Context: an optimization exercise on an open-source flow, tuned for small area. The choices shown serve that exercise and are no tape-out recipe. In this exercise RTL edits were held to simulation tests only and were not proved equivalent to the original. Power and IR drop assume default switching activity.

### design/flow/run.sh
#!/bin/bash
# synth_recipe.tcl (not shown) runs the flow's synth.tcl, then flattens the netlist and writes it again
# the make line also repeats each setting of config.mk as NAME=value (left out here)
make -C /OpenROAD-flow-scripts/flow DESIGN_CONFIG=/design/flow/config.mk WORK_HOME=/design/flow/orfs CLKGATE_MAP_FILE= SYNTH_SCRIPT=/design/flow/synth_recipe.tcl finish
### design/flow/config.mk
export PLATFORM = sky130hd
export DESIGN_NAME = flappy_core
export DESIGN_NICKNAME = flappy_core
export VERILOG_FILES = /design/flow/design.v
export SDC_FILE = /design/flow/constraint.sdc
export NUM_CORES = 4
export LEC_CHECK = 0
export CAP_MARGIN = 20
export CORE_MARGIN = 2
export CORE_UTILIZATION = 40
export SLEW_MARGIN = 20
### design/flow/constraint.sdc
create_clock -name core_clock -period 10.0 [get_ports {clk}]
set_input_delay 2.0000 -clock core_clock [delete_from_list [all_inputs] [get_ports {clk}]]
set_output_delay 2.0000 -clock core_clock [all_outputs]
set_load 0.01 [all_outputs]
### design/flow/design.v
`timescale 1ns / 1ps
module flappy_core(
	input clk,                   
	input rst,                   
	input clrn,                  
	input tick,                  
	input ps2_clk,               
	input ps2_data,              
	input [11:0] back_data,      
	input [11:0] bird_data,      
	output [18:0] rom_addr,      
	output hs,                   
	output vs,                   
	output [3:0] r,              
	output [3:0] g,              
	output [3:0] b,              
	output death,                
	output [11:0] wintime        
    );
	wire [8:0] vga_row;
	wire [9:0] vga_col;
	wire [11:0] vga_data;
	wire kw, ks, ka, kp;
	pic outpic(
		.clk(clk), .rst(rst), .tick(tick), .clrn(clrn), .rowaddr(vga_row), .coladdr(vga_col),
		.kw(kw), .ks(ks), .ka(ka), .kp(kp),
		.bird(bird_data), .back(back_data), .romaddr(rom_addr),
		.outRGB(vga_data), .death(death), .wintime(wintime)
	);
	vgac forvga(
		.vga_clk(clk), .rst(rst), .d_in(vga_data), .row_addr(vga_row), .col_addr(vga_col),
		.r(r), .g(g), .b(b), .hs(hs), .vs(vs)
	);
	ps2_ver2 outkey(
		.clk(clk), .rst(rst), .ps2_clk(ps2_clk), .ps2_data(ps2_data),
		.kw(kw), .ks(ks), .ka(ka), .kp(kp)
	);
endmodule
`timescale 1ns / 1ps
module pic(
	input clk,
	input rst,
	input tick,
	input clrn,
	input [8:0] rowaddr,
	input [9:0] coladdr,
	input kw, ks, ka, kp,
	input [11:0] bird,
	input [11:0] back,
	output reg [18:0] romaddr,
	output reg [11:0] outRGB,
	output reg death,
	output reg [11:0] wintime
);
	function automatic [12:0] radd(input [12:0] a, input [12:0] b, input ci);
		integer i; reg c;
		begin
			c = ci;
			for (i = 0; i < 13; i = i + 1) begin
				radd[i] = a[i] ^ b[i] ^ c;
				c = (a[i] & b[i]) | (a[i] & c) | (b[i] & c);
			end
		end
	endfunction
	function automatic ge(input [11:0] x, input [11:0] k);
		integer i; reg c;
		begin
			c = 1'b1;
			for (i = 0; i < 12; i = i + 1)
				c = k[i] ? (x[i] & c) : (x[i] | c);
			ge = c;
		end
	endfunction
	reg [8:0]  by;        
	reg [10:0] mp;        
	reg jr, jp;           
	reg isbird;
	reg ff;               
	wire clr = !clrn || jr;
	wire by450 = (by == 9'd450);
	wire up = kw && (jp ? ge({3'd0, by}, 12'd10) : ge({3'd0, by}, 12'd9)) && !by450;
	wire [8:0] byn = radd({4'd0, by}, {4'd0, {7{up}}, up & !jp, !(jp ^ up)}, 1'b0);
	wire mp1920 = (mp == 11'd1920);
	wire [10:0] mpn = radd({2'd0, mp}, 13'd0, !jp);
	always @(posedge clk) begin
		if (rst) begin
			by <= 9'd0;
			mp <= 11'd0;
		end else if (tick) begin
			by <= clr ? 9'd200 : by450 ? 9'd0 : byn;
			mp <= (clr || mp1920) ? 11'd0 : mpn;
		end
	end
	always @(posedge clk) outRGB <= isbird ? bird : back;
	wire game = !jr && !death;
	wire dm = !jr && death;
	wire [10:0] M = dm ? 11'd4 : mp;
	wire [11:0] S = radd({3'd0, coladdr}, {2'd0, M}, 1'b0);
	wire ge640 = ge(S, 12'd640), ge1280 = ge(S, 12'd1280), ge1920 = ge(S, 12'd1920);
	wire [1:0] j = ge1920 ? 2'd3 : ge1280 ? 2'd2 : ge640 ? 2'd1 : 2'd0;
	wire [4:0] xh = radd({8'd0, S[11:7]}, {8'd0, ~({j, 2'b0} + {3'd0, j})}, 1'b1);
	wire [9:0] xg = {xh, S[6:0]};    
	wire c32 = (coladdr[9:5] == 5'd0);
	wire x120_195 = ge({2'd0, xg}, 12'd120) && !ge({2'd0, xg}, 12'd196);
	wire x110_200 = ge({2'd0, xg}, 12'd110) && !ge({2'd0, xg}, 12'd201);
	wire x440_520 = ge({2'd0, xg}, 12'd440) && !ge({2'd0, xg}, 12'd521);
	wire [11:0] b12 = {3'd0, by};
	wire in_a = (j == 2'd1) ? x110_200 : x120_195;
	wire y_a  = (j == 2'd2) ? (ge(b12, 12'd330) || !ge(b12, 12'd279)) :
	            (j == 2'd1) ? (ge(b12, 12'd150) || !ge(b12, 12'd99)) :
	                          (ge(b12, 12'd250) || !ge(b12, 12'd199));
	wire in_b = j[0] ^ j[1] ? ff : x440_520;
	wire y_b  = (j == 2'd2) ? (ge(b12, 12'd370) || !ge(b12, 12'd319)) :
	            (j == 2'd1) ? (ge(b12, 12'd110) || !ge(b12, 12'd59)) :
	                          (ge(b12, 12'd310) || !ge(b12, 12'd239));
	wire hit = c32 && ((in_a && y_a) || (in_b && y_b));
	wire jd = death || hit;
	wire sc = c32 && !jd && rowaddr == 9'd1 && (xg == 10'd200 || xg == 10'd520);
	wire clear = ks || !clrn;
	wire [11:0] wtn = radd({1'd0, wintime}, 13'd0, sc);
	always @(posedge clk) begin
		if (rst) begin
			death <= 1'b0;
			wintime <= 12'd0;
			jr <= 1'b0;
			jp <= 1'b0;
		end else begin
			death <= clear ? 1'b0 : jd;
			wintime <= clear ? 12'd0 : wtn;
			jr <= ka ? 1'b0 : (!clrn ? 1'b1 : jr);
			jp <= jp ^ kp;
		end
	end
	wire [9:0] D = radd({4'd0, rowaddr}, ~{4'd0, by}, 1'b1);    
	wire birdpix = game && coladdr <= 10'd32 && D[9:5] == 5'd0 && bird != 12'hcc4;
	wire [9:0] fsrc = game ? xg : coladdr;               
	wire [10:0] src = dm ? S[10:0] : {1'b0, fsrc};
	wire [2:0] k = jr ? 3'd4 : death ? 3'd3 : (j == 2'd3) ? 3'd0 : {1'b0, j};
	wire [8:0] k75 = (k == 3'd1) ? 9'd75 : (k == 3'd2) ? 9'd150 : (k == 3'd3) ? 9'd225 : (k == 3'd4) ? 9'd300 : 9'd0;
	wire [7:0] row2 = rowaddr[8:1];
	wire [12:0] ahi = radd(radd({3'd0, row2, 2'd0}, {5'd0, row2}, 1'b0), {k75, src[10:7]}, 1'b0);
	wire [18:0] A = {ahi, src[6:1]};
	wire ff_n = ge({2'd0, fsrc}, 12'd440) && !ge({2'd0, fsrc}, 12'd521);
	always @(posedge clk) begin
		if (rst) begin
			romaddr <= 19'd0;
		end else if (birdpix) begin
			romaddr[9:0] <= {D[4:0], coladdr[4:0]};
		end else begin
			romaddr <= A;
		end
	end
	always @(posedge clk) begin
		if (birdpix) begin
			isbird <= 1'b1;
		end else begin
			if (game) isbird <= 1'b0;
			ff <= ff_n;
		end
	end
endmodule
`timescale 1ns / 1ps
module vgac(
	input            vga_clk,
	input            rst,
	input     [11:0] d_in,
	output     [8:0] row_addr,
	output reg [9:0] col_addr,
	output reg [3:0] r, g, b,
	output           hs, vs
);
	function automatic [9:0] inc10(input [9:0] x);
		integer i; reg c;
		begin
			c = 1'b1;
			for (i = 0; i < 10; i = i + 1) begin
				inc10[i] = x[i] ^ c;
				c = x[i] & c;
			end
		end
	endfunction
	function automatic ge(input [9:0] x, input [9:0] k);
		integer i; reg c;
		begin
			c = 1'b1;
			for (i = 0; i < 10; i = i + 1)
				c = k[i] ? (x[i] & c) : (x[i] | c);
			ge = c;
		end
	endfunction
	reg [9:0] row;
	wire eol = (col_addr == 10'd646);
	always @(posedge vga_clk) begin
		if (rst) begin
			col_addr <= 10'd870;
			row      <= 10'd989;
		end else begin
			col_addr <= eol ? 10'd871 : inc10(col_addr);
			if (eol)
				row <= (row == 10'd489) ? 10'd989 : inc10(row);
		end
	end
	assign row_addr = row[8:0];
	assign hs = !(col_addr[9] && col_addr[8] && !ge({2'd0, col_addr[7:0]}, 10'd199));    
	assign vs = !(row[9:2] == 8'd247 && row[0] != row[1]);         
	wire rdh = !ge(col_addr, 10'd630) || ge(col_addr, 10'd1014);
	wire rdv = !row[9] && !(row[8] && row[7] && row[6] && row[5]);            
	wire rdn = !(rdh && rdv);
	always @(posedge vga_clk) begin
		r <= rdn ? 4'h0 : d_in[3:0];
		g <= rdn ? 4'h0 : d_in[7:4];
		b <= rdn ? 4'h0 : d_in[11:8];
	end
endmodule
`timescale 1ns / 1ps
module ps2_ver2(
	input clk,
	input rst,
	input ps2_clk,
	input ps2_data,
	output reg kw, ks, ka, kp
);
	reg [3:0] f;
	always @(posedge clk) begin
		if (rst) f <= 4'd0;
		else     f <= {f[2:0], ps2_clk};
	end
	wire ne = !f[0] & !f[1] & f[2] & f[3];
	reg [3:0] num;
	always @(posedge clk) begin
		if (rst)              num <= 4'd0;
		else if (num == 4'd11) num <= 4'd0;
		else if (ne)           num <= num + 4'd1;
	end
	reg ne1;
	always @(posedge clk) ne1 <= ne;
	reg [7:0] temp;
	always @(posedge clk) begin
		if (ne1 && num >= 4'd2 && num <= 4'd9)
			temp <= {ps2_data, temp[7:1]};
	end
	reg brk, ext;
	always @(posedge clk) begin
		if (rst) begin
			brk <= 1'b0; ext <= 1'b0;
			kw <= 1'b0; ks <= 1'b0; ka <= 1'b0; kp <= 1'b0;
		end else if (num == 4'd11) begin
			if (temp == 8'hE0) ext <= 1'b1;
			else if (temp == 8'hF0) brk <= 1'b1;
			else begin
				kw <= !ext && !brk && temp == 8'h1D;
				ks <= !ext && !brk && temp == 8'h1B;
				ka <= !ext && !brk && temp == 8'h1C;
				kp <= !ext && !brk && temp == 8'h4D;
				ext <= 1'b0; brk <= 1'b0;
			end
		end
	end
endmodule
==> impl_metrics.csv, run 1 <==
group,metric,value,unit
place,dp.cells,981,
routing,dr.pass1.iters,5,
finish,multiInputGateArea,4100,um2
sta,period_share,0.963,
place,dp_hpwl,12.0,mm
critical_path,cp.arrival,9.91,ns
clock_tree,root_buffer,"clkbuf_16",
clock_tree,clkSinkCount,123,
finish,fin_nets,910,
synth,netlist-cell-type-count,66,
critical_path,crit_path_frequent_cell,"fa_2",
critical_path,worstSetupPathType,"flop to flop",
sta,fmax,104,MHz
critical_path,path_depth,42,
synth,ys_seq_elements,123,
power_and_ir_drop,power-per-cell-area,152,nW/um2
synth,synth_top_family_by_area,"adder cells",
synth,ys_async_sr_fraction,0,
critical_path,critPathMaxFanout,6,
critical_path,cp-end-kind,"flop",
finish,final_cells,1015,
synth,synth_xor_area_frac,0.0102,
finish,seq_area,2550,um2
power_and_ir_drop,p_switching,0.288,mW
run,maxCapViolCount,0,
floorplanning,fp-row-count,47,
routing,drc,0,
synth,synth_area_per_cell,9.73,um2
clock_tree,cts_tree,"built",
sta,fin_hold_ws,0.420,ns
critical_path,reg2reg_setup_slack,0.37,ns
power_and_ir_drop,p_seq_frac,0.393,
routing,wire_per_inst,15.7,um
finish,drive_above_1_share,0.157,
synth,ys.flop_type,"dfxtp_1",
power_and_ir_drop,clkPwrFrac,0.535,
power_and_ir_drop,pwr-share-comb,0.072,
global_routing,grt_max_degree,64,
finish,mostFrequentLayoutCells,"dfxtp_1, nor2_1, clkdlybuf4s50_1",
power_and_ir_drop,peakVddDrop,131,uV
place,place.gp.congestion,0.876,
synth,synth.yosys.seq_area_share,0.372,
sta,fin_skew,0.0109,ns
synth,syn_inst,705,
global_routing,grt.overflow.total,0,
floorplanning,pin_count,76,
power_and_ir_drop,p_leak,3.55,nW
critical_path,worstPathRequired,10.28,ns
min_path,hold_path.class,"flop to flop",
finish,fin_util,0.522,
synth,synth_compound_area_frac,0.112,
power_and_ir_drop,finalPower,1.32,mW
floorplanning,core_area,16600,um2
synth,synth_fa_ha_area_frac,0.223,
critical_path,crit_family,"adder cells",
global_routing,antenna_found_initial,0,
synth,syn_nets,833,
synth,yosys.area_share.simple,0.194,
routing,wl,16.0,mm
clock_tree,cts_buffers,17,
finish,final_common_cell,"dfxtp_1",
min_path,min_path_cells,1,
run_status,status,"complete, no violations",
global_routing,grt_pass1_vias,5349,
synth,synthesis.area,6860,um2
global_routing,grt_pass1_wl,26.6,mm
synth,yosys_warnings,3,
floorplanning,die_h,135,um
sta,finalHoldViolCount,0,
sta,slew_headroom,0.386,
floorplanning,dieArea,18200,um2
critical_path,critPathSlowestCell,"fa_2",
synth,synth_mux_area_frac,0.0380,
critical_path,crit_buf_inv,8,
floorplanning,die_w,135,um
routing,vias,5354,
power_and_ir_drop,p_int,1.04,mW
place,io_buffers,75,
floorplanning,start_util,0.412,
critical_path,start_kind,"flop",
sta,finalCriticalPeriod,9.63,ns
power_and_ir_drop,swShare,0.217,
finish,syn2layout_area_growth,26.7,%
sta,setup_violations,0,
finish,diodes,0,
clock_tree,clkSlewWorstSetupHoldPaths,0.06,ns
synth,synth_edf_count,9,
finish,final.fill_count,1458,
routing,ant_nets,0,
sta,slew_violations,0,
clock_tree,cts_buffer_depth,2,
critical_path,slowest_delay,0.55,ns
critical_path,rr_worst_depth,42,
routing,via_per_inst,5.27,
routing,drtIter0Drc,372,
clock_tree,clk_latency,0.41,ns
clock_tree,cts.htree.levels,4,
sta,grt_setup_unrepaired,"no",
sta,worst_slew_pin_slew,0.917,ns
global_routing,grt_usage,0.185,
==> final cells by class <==
type	instances	share of cell area
clock buffer	21	0.0566
sequential	123	0.294
clock inverter	11	0.0232
timing repair buffer	88	0.0975
inverter	59	0.0255
multi-input combinational	493	0.472
tap	220	0.0317
==> flip-flops by register name (all words and copies together) (netlist names), 8 cells and up <==
| signal | count |
|---|---|
| forvga.col_addr | 10 |
| forvga.row | 10 |
| outkey.temp | 8 |
| outpic.by | 9 |
| outpic.mp | 11 |
| outpic.outRGB | 12 |
| outpic.romaddr | 19 |
| outpic.wintime | 12 |
==> power groups by stage <==
stage	logic [mW]	clock network (mW)	registers, mW
final	0.0947	0.709	0.521
after CTS	0.0931	0.723	0.520
after floorplan	0.0519	0	0.530
after global routing	0.105	0.744	0.522
after global placement	0.0919	0	0.531
after detailed placement	0.0925	0	0.531
==> repair_timing <==
action                                  in CTS  in global routing
endpoints found under the setup margin       2                  3
resized for setup                            2                 27
setup buffers                                0                  2
pin swaps                                    1                  5
hold buffers                                 0                  0
==> per-stage QoR <==
stage	area, um2	setup slack [ns]	TNS (ns)
3_3_place_gp	7890	0.151	0
2_1_floorplan	6930	0.0270	0
5_1_grt	8690	0.0146	0
6_report	8690	0.366	0
4_1_cts	8590	0.00927	0
3_5_place_dp	7890	-0.0694	-0.117
==> synth_stat cells (all sizes together), types with 4 or more instances <==
master  instances  share of area
xnor2           6         0.0077
nor4           13          0.015
o22ai           8         0.0073
nand2b          9         0.0082
inv            59          0.032
ha             58           0.11
mux2           16          0.026
or3             6         0.0064
fa             40           0.12
a211oi         12          0.013
dfxtp         114           0.33
nor2b           8         0.0073
nor2           81          0.045
nand3b          9         0.0099
o21ai          12         0.0088
nor3           14          0.010
and2           30          0.027
nand2          41          0.022
nand3           9         0.0073
edfxtp          9          0.039
buf             8         0.0066
or2             6         0.0055
nand4           4         0.0036
a22oi          12          0.013
a21oi          31          0.023
nor4b           4         0.0051
clkbuf         22          0.012
mux2i           8          0.012
==> cells by family after synthesis <==
| family | after synthesis |
|---|---|
| AO/OA/AOI/OAI | 113 |
| XOR/XNOR | 8 |
| adder cells (fa/ha/maj) | 98 |
| buffers and inverters | 89 |
| flip-flops | 123 |
| multiplexers | 24 |
| AND/OR/NAND/NOR | 250 |
==> per-layer routing <==
metal	routed length, um	part of all wire	GRT usage
met1	7330	0.46	0.240
met4	265	0.017	0.0620
met2	7410	0.46	0.302
met5	0	0	0
met3	959	0.060	0.0443
==> worst paths after layout <==
kind,start,end
max,outpic.jr$_SDFFE_PP0N_,outpic.romaddr[17]$_SDFFE_PP0N_
min,outpic.outRGB[6]$_DFF_P_,forvga.g[2]$_SDFF_PN0_
max reg2reg,outpic.jr$_SDFFE_PP0N_,outpic.romaddr[17]$_SDFFE_PP0N_
min reg2reg,outpic.outRGB[6]$_DFF_P_,forvga.g[2]$_SDFF_PN0_
==> inputs of run 2 (changes only) <==
--- a/design/flow/design.v
+++ b/design/flow/design.v
@@ -22,13 +22,14 @@
 	wire [11:0] vga_data;
 	wire kw, ks, ka, kp;
+	wire vis;
 	pic outpic(
 		.clk(clk), .rst(rst), .tick(tick), .clrn(clrn), .rowaddr(vga_row), .coladdr(vga_col),
 		.kw(kw), .ks(ks), .ka(ka), .kp(kp),
-		.bird(bird_data), .back(back_data), .romaddr(rom_addr),
+		.bird(bird_data), .back(back_data), .vis(vis), .romaddr(rom_addr),
 		.outRGB(vga_data), .death(death), .wintime(wintime)
 	);
 	vgac forvga(
 		.vga_clk(clk), .rst(rst), .d_in(vga_data), .row_addr(vga_row), .col_addr(vga_col),
-		.r(r), .g(g), .b(b), .hs(hs), .vs(vs)
+		.r(r), .g(g), .b(b), .hs(hs), .vs(vs), .vis(vis)
 	);
 	ps2_ver2 outkey(
@@ -48,4 +49,5 @@
 	input [11:0] bird,
 	input [11:0] back,
+	input vis,
 	output reg [18:0] romaddr,
 	output reg [11:0] outRGB,
@@ -92,5 +94,5 @@
 		end
 	end
-	always @(posedge clk) outRGB <= isbird ? bird : back;
+	always @(posedge clk) outRGB <= !vis ? 12'd0 : isbird ? bird : back;
 	wire game = !jr && !death;
 	wire dm = !jr && death;
@@ -134,6 +136,5 @@
 	wire [9:0] D = radd({4'd0, rowaddr}, ~{4'd0, by}, 1'b1);    
 	wire birdpix = game && coladdr <= 10'd32 && D[9:5] == 5'd0 && bird != 12'hcc4;
-	wire [9:0] fsrc = game ? xg : coladdr;               
-	wire [10:0] src = dm ? S[10:0] : {1'b0, fsrc};
+	wire [10:0] src = game ? {1'b0, xg} : jr ? {1'b0, coladdr} : S[10:0];
 	wire [2:0] k = jr ? 3'd4 : death ? 3'd3 : (j == 2'd3) ? 3'd0 : {1'b0, j};
 	wire [8:0] k75 = (k == 3'd1) ? 9'd75 : (k == 3'd2) ? 9'd150 : (k == 3'd3) ? 9'd225 : (k == 3'd4) ? 9'd300 : 9'd0;
@@ -141,5 +142,5 @@
 	wire [12:0] ahi = radd(radd({3'd0, row2, 2'd0}, {5'd0, row2}, 1'b0), {k75, src[10:7]}, 1'b0);
 	wire [18:0] A = {ahi, src[6:1]};
-	wire ff_n = ge({2'd0, fsrc}, 12'd440) && !ge({2'd0, fsrc}, 12'd521);
+	wire ff_n = game && x440_520;
 	always @(posedge clk) begin
 		if (rst) begin
@@ -168,5 +169,6 @@
 	output reg [9:0] col_addr,
 	output reg [3:0] r, g, b,
-	output           hs, vs
+	output           hs, vs,
+	output           vis
 );
 	function automatic [9:0] inc10(input [9:0] x);
@@ -204,11 +206,11 @@
 	assign hs = !(col_addr[9] && col_addr[8] && !ge({2'd0, col_addr[7:0]}, 10'd199));    
 	assign vs = !(row[9:2] == 8'd247 && row[0] != row[1]);         
-	wire rdh = !ge(col_addr, 10'd630) || ge(col_addr, 10'd1014);
+	wire rdh = !ge(col_addr, 10'd629) || ge(col_addr, 10'd1013);
 	wire rdv = !row[9] && !(row[8] && row[7] && row[6] && row[5]);            
-	wire rdn = !(rdh && rdv);
+	assign vis = rdh && rdv;
 	always @(posedge vga_clk) begin
-		r <= rdn ? 4'h0 : d_in[3:0];
-		g <= rdn ? 4'h0 : d_in[7:4];
-		b <= rdn ? 4'h0 : d_in[11:8];
+		r <= d_in[3:0];
+		g <= d_in[7:4];
+		b <= d_in[11:8];
 	end
 endmodule
==> design/flow/flow/run.sh (new file) <==
#!/bin/bash
# Layout flow: the standard flow (standard.sh, with its unchanged
# synthesis), with these settings changed:
#  - each port's buffer is the smallest buffer cell (buf_1),
#  - the clock tree uses clkbuf_4 (clkbuf_8 at the root) and no dummy loads,
#  - core utilisation 60 %, placement density 0.75,
#  - power recovery (downsizing of non-critical cells) after global routing.
# make's output goes to flow.log here; ORFS keeps each step's full log under
# orfs/logs/.
set -euo pipefail
bash standard.sh \
  "BUFFER_PORTS_ARGS=-buffer_cell sky130_fd_sc_hd__buf_1" \
  "CTS_ARGS=-sink_clustering_enable -repair_clock_nets -root_buf sky130_fd_sc_hd__clkbuf_8 -buf_list sky130_fd_sc_hd__clkbuf_4 -dont_use_dummy_load" \
  CORE_UTILIZATION=60 PLACE_DENSITY=0.75 \
  RECOVER_POWER=100 MATCH_CELL_FOOTPRINT=0 \
  finish > flow.log 2>&1
==> design/flow/standard.sh (new file) <==
#!/bin/bash
# synth_recipe.tcl (not shown) runs the flow's synth.tcl, then flattens the netlist and writes it again
# the make line also repeats each setting of config.mk as NAME=value (left out here)
make -C /OpenROAD-flow-scripts/flow DESIGN_CONFIG=/design/flow/config.mk WORK_HOME=/design/flow/orfs CLKGATE_MAP_FILE= SYNTH_SCRIPT=/design/flow/synth_recipe.tcl "${@:-finish}"
removed: design/flow/run.sh
==> impl_metrics.csv, run 2 <==
group,metric,value,unit
run_status,status,"complete, no violations",
clock_tree,cts.htree.levels,4,
floorplanning,core_area,10900,um2
global_routing,grt.overflow.total,0,
synth,syn_inst,697,
sta,slew_headroom,0.472,
finish,mostFrequentLayoutCells,"dfxtp_1, nor2_1, buf_1",
global_routing,antenna_found_initial,0,
finish,diodes,0,
sta,fin_skew,0.0321,ns
critical_path,cp.arrival,10.01,ns
floorplanning,pin_count,76,
synth,synthTopCellsByArea,"dfxtp_1, fa_1, ha_1, nor2_1, edfxtp_1",
finish,final_common_cell,"dfxtp_1",
finish,multiInputGateArea,4020,um2
critical_path,crit_buf_inv,8,
power_and_ir_drop,power-per-cell-area,110,nW/um2
routing,wl,14.8,mm
routing,vias,5239,
critical_path,critPathSlowestCell,"fa_1",
floorplanning,die_h,110,um
run,maxCapViolCount,0,
clock_tree,cts_buffer_depth,2,
routing,drc,0,
critical_path,reg2reg_setup_slack,0.27,ns
sta,finalHoldViolCount,0,
floorplanning,dieArea,12200,um2
floorplanning,start_util,0.619,
place,io_buffers,75,
synth,synthTopCellsByCount,"dfxtp_1, nor2_1, inv_1, ha_1",
critical_path,worstPathRequired,10.28,ns
finish,final.fill_count,889,
synth,ys_async_sr_fraction,0,
synth,synth.yosys.seq_area_share,0.377,
sta,slew_violations,0,
sta,finalCriticalPeriod,9.73,ns
finish,fin_nets,904,
min_path,hold_path.class,"flop to flop",
synth,synth_edf_count,9,
floorplanning,die_w,110,um
clock_tree,cts_buffers,17,
finish,largest_register,"outpic.romaddr",
clock_tree,clkSinkCount,123,
critical_path,crit_path_frequent_cell,"fa_2",
synth,synthesis.area,6770,um2
finish,fin_area,7490,um2
routing,wire_per_inst,16.2,um
floorplanning,fp-row-count,38,
global_routing,grt_max_degree,58,
synth,synth_top_area_frac,0.337,
place,dp_hpwl,11.1,mm
critical_path,critPathMaxFanout,5,
routing,via_per_inst,5.73,
sta,period_share,0.973,
finish,top_regs,"outpic.romaddr (19), outpic.outRGB (12), outpic.wintime (12)",
clock_tree,clk_latency,0.42,ns
critical_path,cp-end-kind,"flop",
synth,syn_nets,825,
clock_tree,cts_hold_buf,0,
place,place.gp.congestion,0.875,
synth,ys.flop_type,"dfxtp_1",
global_routing,grt_pass1_vias,5071,
routing,drtIter0Drc,338,
critical_path,slowest_delay,0.56,ns
critical_path,worstSetupPathType,"flop to flop",
routing,dr.pass1.iters,4,
finish,largest_reg_flops,19,
clock_tree,root_buffer,"clkbuf_8",
synth,netlist-cell-type-count,71,
synth,synth_area_per_cell,9.72,um2
finish,drive_above_1_share,0.114,
finish,seq_area,2550,um2
place,dpl_cell_area,7240,um2
global_routing,grt_pass1_wl,24.0,mm
sta,setup_violations,0,
critical_path,start_kind,"flop",
sta,fmax,103,MHz
global_routing,grt_usage,0.258,
synth,yosys.area.top_type,"dfxtp_1",
critical_path,crit_family,"adder cells",
power_and_ir_drop,p_leak,3.04,nW
finish,fin_util,0.685,
finish,syn2layout_area_growth,10.6,%
sta,grt_setup_unrepaired,"yes",
synth,ys_seq_elements,123,
sta,worst_slew_pin_slew,0.791,ns
routing,ant_nets,0,
power_and_ir_drop,peakVddDrop,111,uV
synth,synth_most_common_cell,"dfxtp_1",
clock_tree,cts_tree,"built",
clock_tree,clkSlewWorstSetupHoldPaths,0.10,ns
synth,yosys_warnings,3,
[run 2: changes by cell type after synthesis, sizes merged, moves of 5 or more]
cell | before | now
mux2 | 16 | 3
nor2 | 81 | 86
or3 | 6 | 1
mux2i | 8 | 22
and2 | 30 | 17
nor4 | 13 | 6
nor3 | 14 | 21
[run 2: layout make-up]
class	instances	area share
inverter	62	0.0311
multi-input combinational	485	0.537
clock buffer	17	0.0179
timing repair buffer	87	0.0498
sequential	123	0.341
tap	140	0.0234
[run 2: power by group]
group	internal (mW)	switching (mW)
logic	0.0301	0.0422
registers	0.505	0.0111
clock network	0.0832	0.151
[run 2: path summary, 6_finish.rpt]
kind / end / startpoint / depth (start not counted)
worst max-delay path: outpic.romaddr[17]$_SDFFE_PP0N_ / outpic.jr$_SDFFE_PP0N_ / 43
worst min-delay path: forvga.g[0]$_DFF_P_ / outpic.outRGB[4]$_SDFF_PN0_ / 0
worst max register to register: outpic.romaddr[17]$_SDFFE_PP0N_ / outpic.jr$_SDFFE_PP0N_ / 43
worst min register to register: forvga.g[0]$_DFF_P_ / outpic.outRGB[4]$_SDFF_PN0_ / 0
[run 2: per-stage QoR]
stage	total power, mW	TNS [ns]	std cells	hold slack, ns	setup slack [ns]
2_1_floorplan	0.572	0	697	0.310	0.0260
3_3_place_gp	0.595	0	895	0.310	0.0940
3_5_place_dp	0.597	-0.224	895	0.312	-0.116
4_1_cts	0.828	0	912	0.334	0.000135
5_1_grt	0.861	-0.0706	914	0.341	-0.0473
6_report	0.823	0	914	0.335	0.270
[run 2: cells by family after synthesis]
| logic type | Yosys count | synth area share |
|---|---|---|
| adders and majority gates | 98 | 0.225 |
| xor gates and xnor gates | 8 | 0.0103 |
| and+or+nand+nor | 249 | 0.190 |
| buffers and inverters | 89 | 0.0514 |
| DFF | 123 | 0.377 |
| AOI/OAI and AO/OA | 105 | 0.109 |
| muxes | 25 | 0.0375 |
[run 2: timing repair]
item | 4_1_cts | 5_1_grt
pin swaps | 0 | 12
endpoints found under the setup margin | 2 | 3
hold endpoints to repair | 0 | 0
gates resized for setup | 3 | 29
setup buffers | 0 | 2
[run 2: layer usage]
| metal | track usage | part of all wire |
|---|---|---|
| met1 | 0.340 | 0.44 |
| met5 | 0 | 0 |
| met2 | 0.418 | 0.48 |
| met4 | 0.0839 | 0.016 |
| met3 | 0.0635 | 0.064 |
[run 2: worst reg2reg max path, delay by kind of cell, from the launching register on]
family / cells / cell delay [ns]
AOI/OAI and AO/OA: 4 / 0.53
adders and majority gates: 24 / 7.65
buffers and inverters: 8 / 0.42
DFF: 1 / 0.33
muxes: 1 / 0.12
and+or+nand+nor: 6 / 0.57
==> inputs of run 3 (changes only) <==
--- a/design/flow/flow/run.sh
+++ b/design/flow/flow/run.sh
@@ -1,5 +1,7 @@
 #!/bin/bash
-# Layout flow: the standard flow (standard.sh, with its unchanged
-# synthesis), with these settings changed:
+# Layout flow: the standard flow (standard.sh) with these changes:
+#  - synthesis is the standard flow's (synth_recipe.tcl, registers mapped as in the
+#    standard synthesis), but ABC maps the combinational logic with
+#    flow/abc_area.script, an area-oriented script (see flow/synth_area.tcl),
 #  - each port's buffer is the smallest buffer cell (buf_1),
 #  - the clock tree uses clkbuf_4 (clkbuf_8 at the root) and no dummy loads,
@@ -9,5 +11,8 @@
 # orfs/logs/.
 set -euo pipefail
+export OWN_WORK="$PWD"
+export OWN_ABC_SCRIPT="$PWD/flow/abc_area.script"
 bash standard.sh \
+  "SYNTH_SCRIPT=$PWD/flow/synth_area.tcl" \
   "BUFFER_PORTS_ARGS=-buffer_cell sky130_fd_sc_hd__buf_1" \
   "CTS_ARGS=-sink_clustering_enable -repair_clock_nets -root_buf sky130_fd_sc_hd__clkbuf_8 -buf_list sky130_fd_sc_hd__clkbuf_4 -dont_use_dummy_load" \
==> design/flow/flow/abc_area.script (new file) <==
&get -n
&st
&dch
&nf -R 1000
&st
&syn2
&if -g -K 6
&synch2
&nf -R 1000
&st
&syn2
&if -g -K 6
&synch2
&nf -R 1000
&st
&syn2
&if -g -K 6
&synch2
&nf -R 1000
&st
&dch -f
&nf -a -R 1000
&put
topo
dnsize -c
==> design/flow/flow/synth_area.tcl (new file) <==
# The standard flow's synthesis (synth_recipe.tcl, unchanged) with one difference: ABC maps
# the combinational logic with flow/abc_area.script, an area-oriented script,
# instead of ORFS's abc_speed.script. Registers are mapped before ABC runs,
# so they are the standard synthesis's.
proc abc {args} {
  set i [lsearch -exact $args -script]
  if {$i >= 0} { lset args [expr {$i + 1}] $::env(OWN_ABC_SCRIPT) }
  yosys abc {*}$args
}
source $::env(OWN_WORK)/synth_recipe.tcl
==> impl_metrics.csv, run 3 <==
group,metric,value,unit
finish,diodes,0,
clock_tree,clkSinkCount,123,
finish,fin_area,7220,um2
critical_path,r2r-end,"outpic.romaddr[17]$_SDFFE_PP0N_",
run_status,status,"finished with violations",
clock_tree,clkSlewWorstSetupHoldPaths,0.09,ns
global_routing,antenna_found_initial,0,
routing,via_per_inst,5.69,
place,place_ws,-0.124,ns
synth,ys.flop_type,"dfxtp_1",
global_routing,grt_usage,0.272,
finish,top_regs,"outpic.romaddr (19), outpic.outRGB (12), outpic.wintime (12)",
synth,synth_top_area_frac,0.353,
floorplanning,die_h,108,um
power_and_ir_drop,p_seq_frac,0.627,
synth,yosys.area_share.simple,0.178,
power_and_ir_drop,clkPwrFrac,0.278,
global_routing,grt_pass1_wl,24.3,mm
power_and_ir_drop,p_switching,0.205,mW
power_and_ir_drop,swShare,0.248,
synth,yosys.area.top_type,"dfxtp_1",
synth,synth_top_family_by_area,"adder cells",
finish,final_cells,901,
synth,synth_area_per_cell,9.78,um2
sta,fin_skew,0.0245,ns
min_path,min_path_cells,0,
synth,synth_compound_area_frac,0.116,
synth,synthesis.area,6470,um2
routing,vias,5124,
place,place.gp.congestion,0.933,
run,maxCapViolCount,1,
finish,final.fill_count,851,
critical_path,worstPathRequired,10.28,ns
floorplanning,fp-row-count,37,
critical_path,critPathSlowestCell,"fa_1",
synth,ys_async_sr_fraction,0,
synth,synthTopCellsByArea,"dfxtp_1, fa_1, ha_1, nor2_1, edfxtp_1",
power_and_ir_drop,power-per-cell-area,114,nW/um2
min_path,hold_path.class,"flop to flop",
sta,fmax,104,MHz
floorplanning,dieArea,11600,um2
routing,drtIter0Drc,329,
routing,wl,14.5,mm
clock_tree,cts_buffers,17,
critical_path,crit_family,"adder cells",
place,dpl_cell_area,7070,um2
global_routing,grt.overflow.total,0,
critical_path,slowest_delay,0.49,ns
critical_path,startpoint,"outpic.jr$_SDFFE_PP0N_",
critical_path,reg2reg_setup_slack,0.37,ns
finish,final_common_cell,"dfxtp_1",
routing,m1WireLength,6.39,mm
critical_path,start_kind,"flop",
place,io_buffers,75,
global_routing,grt_pass1_vias,5081,
clock_tree,clk_latency,0.42,ns
critical_path,rr_worst_depth,38,
sta,grt_setup_unrepaired,"no",
sta,worst_slew_pin_slew,2.04,ns
critical_path,cp.arrival,9.91,ns
power_and_ir_drop,peakVddDrop,88.3,uV
synth,synth_edf_count,9,
min_path,holdPathEnd,"forvga.g[0]$_DFF_P_",
critical_path,r2r-start,"outpic.jr$_SDFFE_PP0N_",
floorplanning,pin_count,76,
floorplanning,core_area,10400,um2
place,dp_hpwl,11.2,mm
finish,drive_above_1_share,0.0732,
finish,mostFrequentLayoutCells,"dfxtp_1, nor2_1, buf_1",
routing,dr_wl_met2,7.08,mm
global_routing,grt_max_degree,62,
sta,worst_slack,0.370,ns
sta,period_share,0.963,
routing,wire_per_inst,16.1,um
synth,synth_mux_area_frac,0.0267,
synth,synth_xor_area_frac,0.0122,
routing,drc,0,
routing,dr.pass1.iters,8,
critical_path,worstSetupPathType,"flop to flop",
critical_path,critPathMaxFanout,13,
clock_tree,cts_buffer_depth,2,
clock_tree,cts.htree.levels,4,
synth,netlist-cell-type-count,49,
routing,top_layer_used,"met4",
power_and_ir_drop,p_leak,2.73,nW
synth,synth_most_common_cell,"dfxtp_1",
finish,syn2layout_area_growth,11.6,%
critical_path,cp-end-kind,"flop",
finish,fin_nets,895,
critical_path,crit_buf_inv,8,
min_path,hold_path_startpoint,"outpic.outRGB[4]$_SDFF_PN0_",
sta,fin_hold_ws,0.330,ns
routing,wl_met3,775,um
sta,slew_headroom,-0.377,
synth,ys_seq_elements,123,
place,dp.cells,882,
floorplanning,die_w,108,um
synth,synth.yosys.seq_area_share,0.395,
routing,ant_nets,0,
clock_tree,root_buffer,"clkbuf_8",
floorplanning,start_util,0.621,
power_and_ir_drop,pwr-share-comb,0.094,
finish,largest_register,"outpic.romaddr",
critical_path,crit_path_frequent_cell,"fa_2",
synth,syn_inst,661,
synth,yosys_warnings,3,
power_and_ir_drop,p_int,0.619,mW
sta,slew_violations,13,
sta,finalCriticalPeriod,9.63,ns
synth,synthTopCellsByCount,"dfxtp_1, nor2_1, clkinv_1, ha_1, fa_1",
sta,finalHoldViolCount,0,
finish,largest_reg_flops,19,
sta,setup_violations,0,
synth,synth_fa_ha_area_frac,0.238,
clock_tree,cts_tree,"built",
synth,syn_nets,789,
run_status,violatedChecks,"capacitance limit, slew limit",
-- run 3: cell count changes after synthesis, sizes merged, moves of 8 or more --
cell,change
inv,-62
nor2,+10
clkinv,+60
buf,-9
clkbuf,-18
a211oi,+8
-- run 3: area by class of cell --
class,instances,area [um2],area share
Multi-Input combinational cell,478,3770,0.522
Sequential cell,123,2560,0.354
Timing Repair Buffer,87,364,0.0505
Inverter,60,225,0.0312
Tap cell,136,170,0.0236
Clock buffer,17,134,0.0186
-- run 3: cells by family after synthesis --
group,count (synthesis)
AO/OA/AOI/OAI,115
XOR/XNOR,9
adder cells (fa/ha/maj),99
buffers and inverters,60
flip-flops,123
multiplexers,17
AND/OR/NAND/NOR,238
-- run 3: repair_timing --
action,CTS,global route
pin swaps,10,7
buffers inserted,1,1
resized for setup,7,10
setup endpoints to repair,2,3
hold buffers,0,0
-- run 3: per-layer routing --
layer,track usage,vias to the layer above
met3,0.0642,21
li1,-,2530
met4,0.0925,0
met1,0.347,2412
met5,0,-
met2,0.452,161
-- run 3: worst reg2reg max path, delay by kind of cell (launching register included) --
family / cells / cell delay [ns]
adder cells (fa/ha/maj): 24 / 7.89
buffers and inverters: 8 / 0.62
flip-flops: 1 / 0.34
AND/OR/NAND/NOR: 3 / 0.27
AO/OA/AOI/OAI: 2 / 0.25
multiplexers: 1 / 0.14
-- run 3: power groups by stage --
stage               clock network (mW)  registers [mW]  logic [mW]
finish                           0.229           0.517      0.0777
CTS                              0.239           0.516      0.0772
global placement                     0           0.527      0.0735
detailed placement                   0           0.528      0.0765
floorplan                            0           0.530      0.0431
global route                     0.260           0.518      0.0876
-- run 3: worst max-delay path by stage --
stage	to	cells past startpoint
global placement	outpic.romaddr[17]$_SDFFE_PP0N_	39
detailed placement	outpic.romaddr[17]$_SDFFE_PP0N_	39
finish	outpic.romaddr[17]$_SDFFE_PP0N_	38
CTS	outpic.romaddr[17]$_SDFFE_PP0N_	39
floorplan	outpic.romaddr[17]$_SDFFE_PP0N_	39
global route	outpic.romaddr[17]$_SDFFE_PP0N_	39
-- run 3: stage by stage --
| stage | util | TNS, ns | power [mW] |
|---|---|---|---|
| floorplan | - | 0 | 0.573 |
| global placement | 0.678 | 0 | 0.601 |
| finish | 0.693 | 0 | 0.824 |
| detailed placement | 0.678 | -0.203 | 0.605 |
| global route | 0.693 | 0 | 0.866 |
| CTS | 0.693 | 0 | 0.833 |
==> inputs of run 4 (changes only) <==
--- a/design/flow/flow/run.sh
+++ b/design/flow/flow/run.sh
@@ -6,6 +6,5 @@
 #  - each port's buffer is the smallest buffer cell (buf_1),
 #  - the clock tree uses clkbuf_4 (clkbuf_8 at the root) and no dummy loads,
-#  - core utilisation 60 %, placement density 0.75,
-#  - power recovery (downsizing of non-critical cells) after global routing.
+#  - core utilisation 60 %, placement density 0.75.
 # make's output goes to flow.log here; ORFS keeps each step's full log under
 # orfs/logs/.
@@ -18,4 +17,4 @@
   "CTS_ARGS=-sink_clustering_enable -repair_clock_nets -root_buf sky130_fd_sc_hd__clkbuf_8 -buf_list sky130_fd_sc_hd__clkbuf_4 -dont_use_dummy_load" \
   CORE_UTILIZATION=60 PLACE_DENSITY=0.75 \
-  RECOVER_POWER=100 MATCH_CELL_FOOTPRINT=0 \
+  MATCH_CELL_FOOTPRINT=0 \
   finish > flow.log 2>&1
==> design/flow/flow/abc_area.script (replaced) <==
&get -n
&st
&dc2
&dch -f
&nf -R 1000
&st
&dc2
&dch -f
&nf -R 1000
&st
&dch -f
&nf -R 1000
&put
topo
dnsize -c
==> impl_metrics.csv, run 4 <==
group,metric,value,unit
sta,grt_setup_unrepaired,"yes",
synth,ys_async_sr_fraction,0,
synth,synth.yosys.seq_area_share,0.396,
power_and_ir_drop,peakVddDrop,79.2,uV
place,io_buffers,75,
global_routing,antenna_found_initial,0,
synth,synth_edf_count,9,
sta,worst_slew_pin_slew,0.858,ns
global_routing,grt.overflow.total,0,
place,dp.cells,882,
sta,fin_hold_ws,0.337,ns
synth,ys.flop_type,"dfxtp_1",
finish,final_cells,901,
finish,final_common_cell,"dfxtp_1",
power_and_ir_drop,p_leak,2.73,nW
finish,mostFrequentLayoutCells,"dfxtp_1, nor2_1, buf_1",
min_path,hold_path.class,"flop to flop",
place,dpl_cell_area,7020,um2
routing,ant_nets,0,
clock_tree,cts_buffers,17,
critical_path,cp-end-kind,"flop",
finish,fin_nets,895,
critical_path,worstSetupPathType,"flop to flop",
critical_path,critPathSlowestCell,"fa_1",
routing,drtIter0Drc,327,
synth,synthTopCellsByArea,"dfxtp_1, fa_1, ha_1, nor2_1, edfxtp_1",
critical_path,reg2reg_setup_slack,0.22,ns
critical_path,start_kind,"flop",
synth,syn_nets,790,
sta,finalCriticalPeriod,9.78,ns
sta,fmax,102,MHz
routing,top_layer_used,"met4",
clock_tree,clk_latency,0.41,ns
synth,netlist-cell-type-count,48,
sta,period_share,0.978,
global_routing,grt_max_degree,55,
finish,largest_register,"outpic.romaddr",
synth,yosys.area_share.simple,0.181,
critical_path,r2r-end,"outpic.romaddr[17]$_SDFFE_PP0N_",
routing,dr_wl_met2,6.87,mm
critical_path,startpoint,"outpic.jr$_SDFFE_PP0N_",
routing,wl_met3,755,um
clock_tree,cts_tree,"built",
routing,drc,0,
synth,synth_mux_area_frac,0.0268,
clock_tree,cts_buffer_depth,2,
synth,synth_most_common_cell,"dfxtp_1",
routing,vias,5184,
sta,setup_violations,0,
clock_tree,clkSinkCount,123,
routing,wire_per_inst,15.9,um
sta,finalHoldViolCount,0,
run,maxCapViolCount,0,
finish,syn2layout_area_growth,11.9,%
finish,final.fill_count,854,
critical_path,crit_path_frequent_cell,"fa_2",
clock_tree,root_buffer,"clkbuf_8",
run_status,status,"complete, no violations",
synth,yosys.area.top_type,"dfxtp_1",
routing,wl,14.3,mm
place,place.gp.congestion,0.923,
finish,diodes,0,
global_routing,grt_pass1_wl,23.5,mm
floorplanning,pin_count,76,
floorplanning,die_w,108,um
synth,synth_top_area_frac,0.354,
sta,slew_headroom,0.420,
routing,dr.pass1.iters,5,
finish,top_regs,"outpic.romaddr (19), outpic.outRGB (12), outpic.wintime (12)",
clock_tree,clkSlewWorstSetupHoldPaths,0.09,ns
routing,m1WireLength,6.42,mm
floorplanning,dieArea,11600,um2
global_routing,grt_usage,0.258,
clock_tree,cts.htree.levels,4,
critical_path,worstPathRequired,10.25,ns
power_and_ir_drop,power-per-cell-area,114,nW/um2
critical_path,critPathCapture,"outpic.romaddr[17]$_SDFFE_PP0N_",
floorplanning,fp-row-count,37,
sta,fin_skew,0.0364,ns
synth,synth_top_family_by_area,"adder cells",
synth,synthesis.area,6440,um2
place,dp_hpwl,10.8,mm
critical_path,slowest_delay,0.56,ns
critical_path,critPathMaxFanout,5,
synth,syn_inst,662,
critical_path,cp.arrival,10.03,ns
synth,synth_compound_area_frac,0.113,
floorplanning,start_util,0.621,
finish,fin_area,7210,um2
synth,synth_area_per_cell,9.73,um2
floorplanning,core_area,10400,um2
synth,synth_fa_ha_area_frac,0.237,
sta,slew_violations,0,
power_and_ir_drop,finalPower,0.824,mW
synth,ys_seq_elements,123,
global_routing,grt_pass1_vias,5111,
finish,drive_above_1_share,0.0758,
critical_path,r2r-start,"outpic.jr$_SDFFE_PP0N_",
synth,yosys_warnings,3,
finish,largest_reg_flops,19,
clock_tree,cts_hold_buf,0,
synth,synthTopCellsByCount,"dfxtp_1, nor2_1, clkinv_1, ha_1, fa_1",
routing,via_per_inst,5.75,
synth,synth_xor_area_frac,0.0122,
floorplanning,die_h,108,um
critical_path,rr_worst_depth,39,
## run 4: changes by cell type in the layout (fill, tap and decap cells not counted), sizes merged, moves of 3 or more
cell,previous run,this run
a21oi,30,36
a22oi,15,12
clkbuf,21,18
inv,6,3
nand2,39,35
nand2b,6,10
nor2,96,108
nor4,12,6
o21a,4,1
o21ai,19,12
o22ai,1,4
or2,1,4
or3,6,3
## run 4: final cells by class
class | instances | area (um2) | area share
Tap cell | 136 | 170 | 0.0236
Timing Repair Buffer | 86 | 365 | 0.0507
Inverter | 58 | 218 | 0.0302
Sequential cell | 123 | 2560 | 0.354
Clock buffer | 17 | 134 | 0.0186
Multi-Input combinational cell | 481 | 3770 | 0.523
## run 4: kinds of logic after synthesis
group,count (synthesis)
and+or+nand+nor,245
DFF,123
AOI/OAI and AO/OA,112
adders and majority gates,98
buffers and inverters,58
muxes,17
xor gates and xnor gates,9
## run 4: how the worst min path moves through the flow
stage	to	from	depth (start not counted)
finish	forvga.b[1]$_DFF_P_	outpic.outRGB[9]$_SDFF_PN0_	0
global placement	forvga.r[0]$_DFF_P_	outpic.outRGB[0]$_SDFF_PN0_	0
floorplan	forvga.b[0]$_DFF_P_	outpic.outRGB[8]$_SDFF_PN0_	0
detailed placement	forvga.g[1]$_DFF_P_	outpic.outRGB[5]$_SDFF_PN0_	0
CTS	forvga.b[1]$_DFF_P_	outpic.outRGB[9]$_SDFF_PN0_	0
global route	forvga.r[1]$_DFF_P_	outpic.outRGB[1]$_SDFF_PN0_	0
## run 4: metal layers
metal / vias up / GRT usage
met3: 28 / 0.0587
li1: 2514 / -
met1: 2475 / 0.332
met5: - / 0
met2: 167 / 0.427
met4: 0 / 0.0934
## run 4: report_power, final
part           internal (mW)  switching [mW]
Sequential             0.505          0.0101
Combinational         0.0288          0.0423
Clock                 0.0834           0.155
Total                  0.617           0.207
## run 4: worst max-delay path: cells and delay by family, from the launching register on
kind            cells  cell delay (ns)
compound gates      3             0.55
fa+ha+maj          23             7.66
buf+inv             7             0.38
flops               1             0.35
mux                 1             0.14
simple gates        5             0.54
## run 4: timing repair
item	in CTS	in global routing
cloned	0	0
setup endpoints to repair	2	4
resized for setup	0	11
pin swaps	1	5
setup buffers	0	2
## run 4: per-stage QoR
stage	setup WS [ns]	setup TNS [ns]	util
6_report	0.221	0	0.695
5_1_grt	-0.105	-0.180	0.695
3_3_place_gp	0.162	0	0.677
4_1_cts	0.0111	0	0.690
3_5_place_dp	0.00685	0	0.677
2_1_floorplan	0.0124	0	-

[static timing again, ports no longer ideal]
How much do the figures lean on ideal ports? The routed layouts below were timed once more, with nothing changed but the port constraints. Step 1, drivers: a clkbuf_16 drives clk and a buf_2 each remaining input, both assumed. Step 2 adds t to the input delays and takes it off the output delays; t is the mean of the earliest and latest rising clock arrival at the registers after step 1. Input paths then give back, and output paths get back, about the clock's delay inside the block. a / b / c = no drivers / after step 1 / after step 2; a / b = the first two.
run	t, ns	setup WS [ns]	worst setup path at the end	latest minus earliest clock arrival (ns)
run 1	0.447	0.366 / 0.366 / 0.366	register to register	0.011 / 0.011
run 2	0.433	0.270 / 0.270 / 0.270	register to register	0.032 / 0.032
run 3	0.439	0.370 / 0.370 / 0.370	register to register	0.024 / 0.025
run 4	0.425	0.221 / 0.221 / 0.221	register to register	0.036 / 0.037
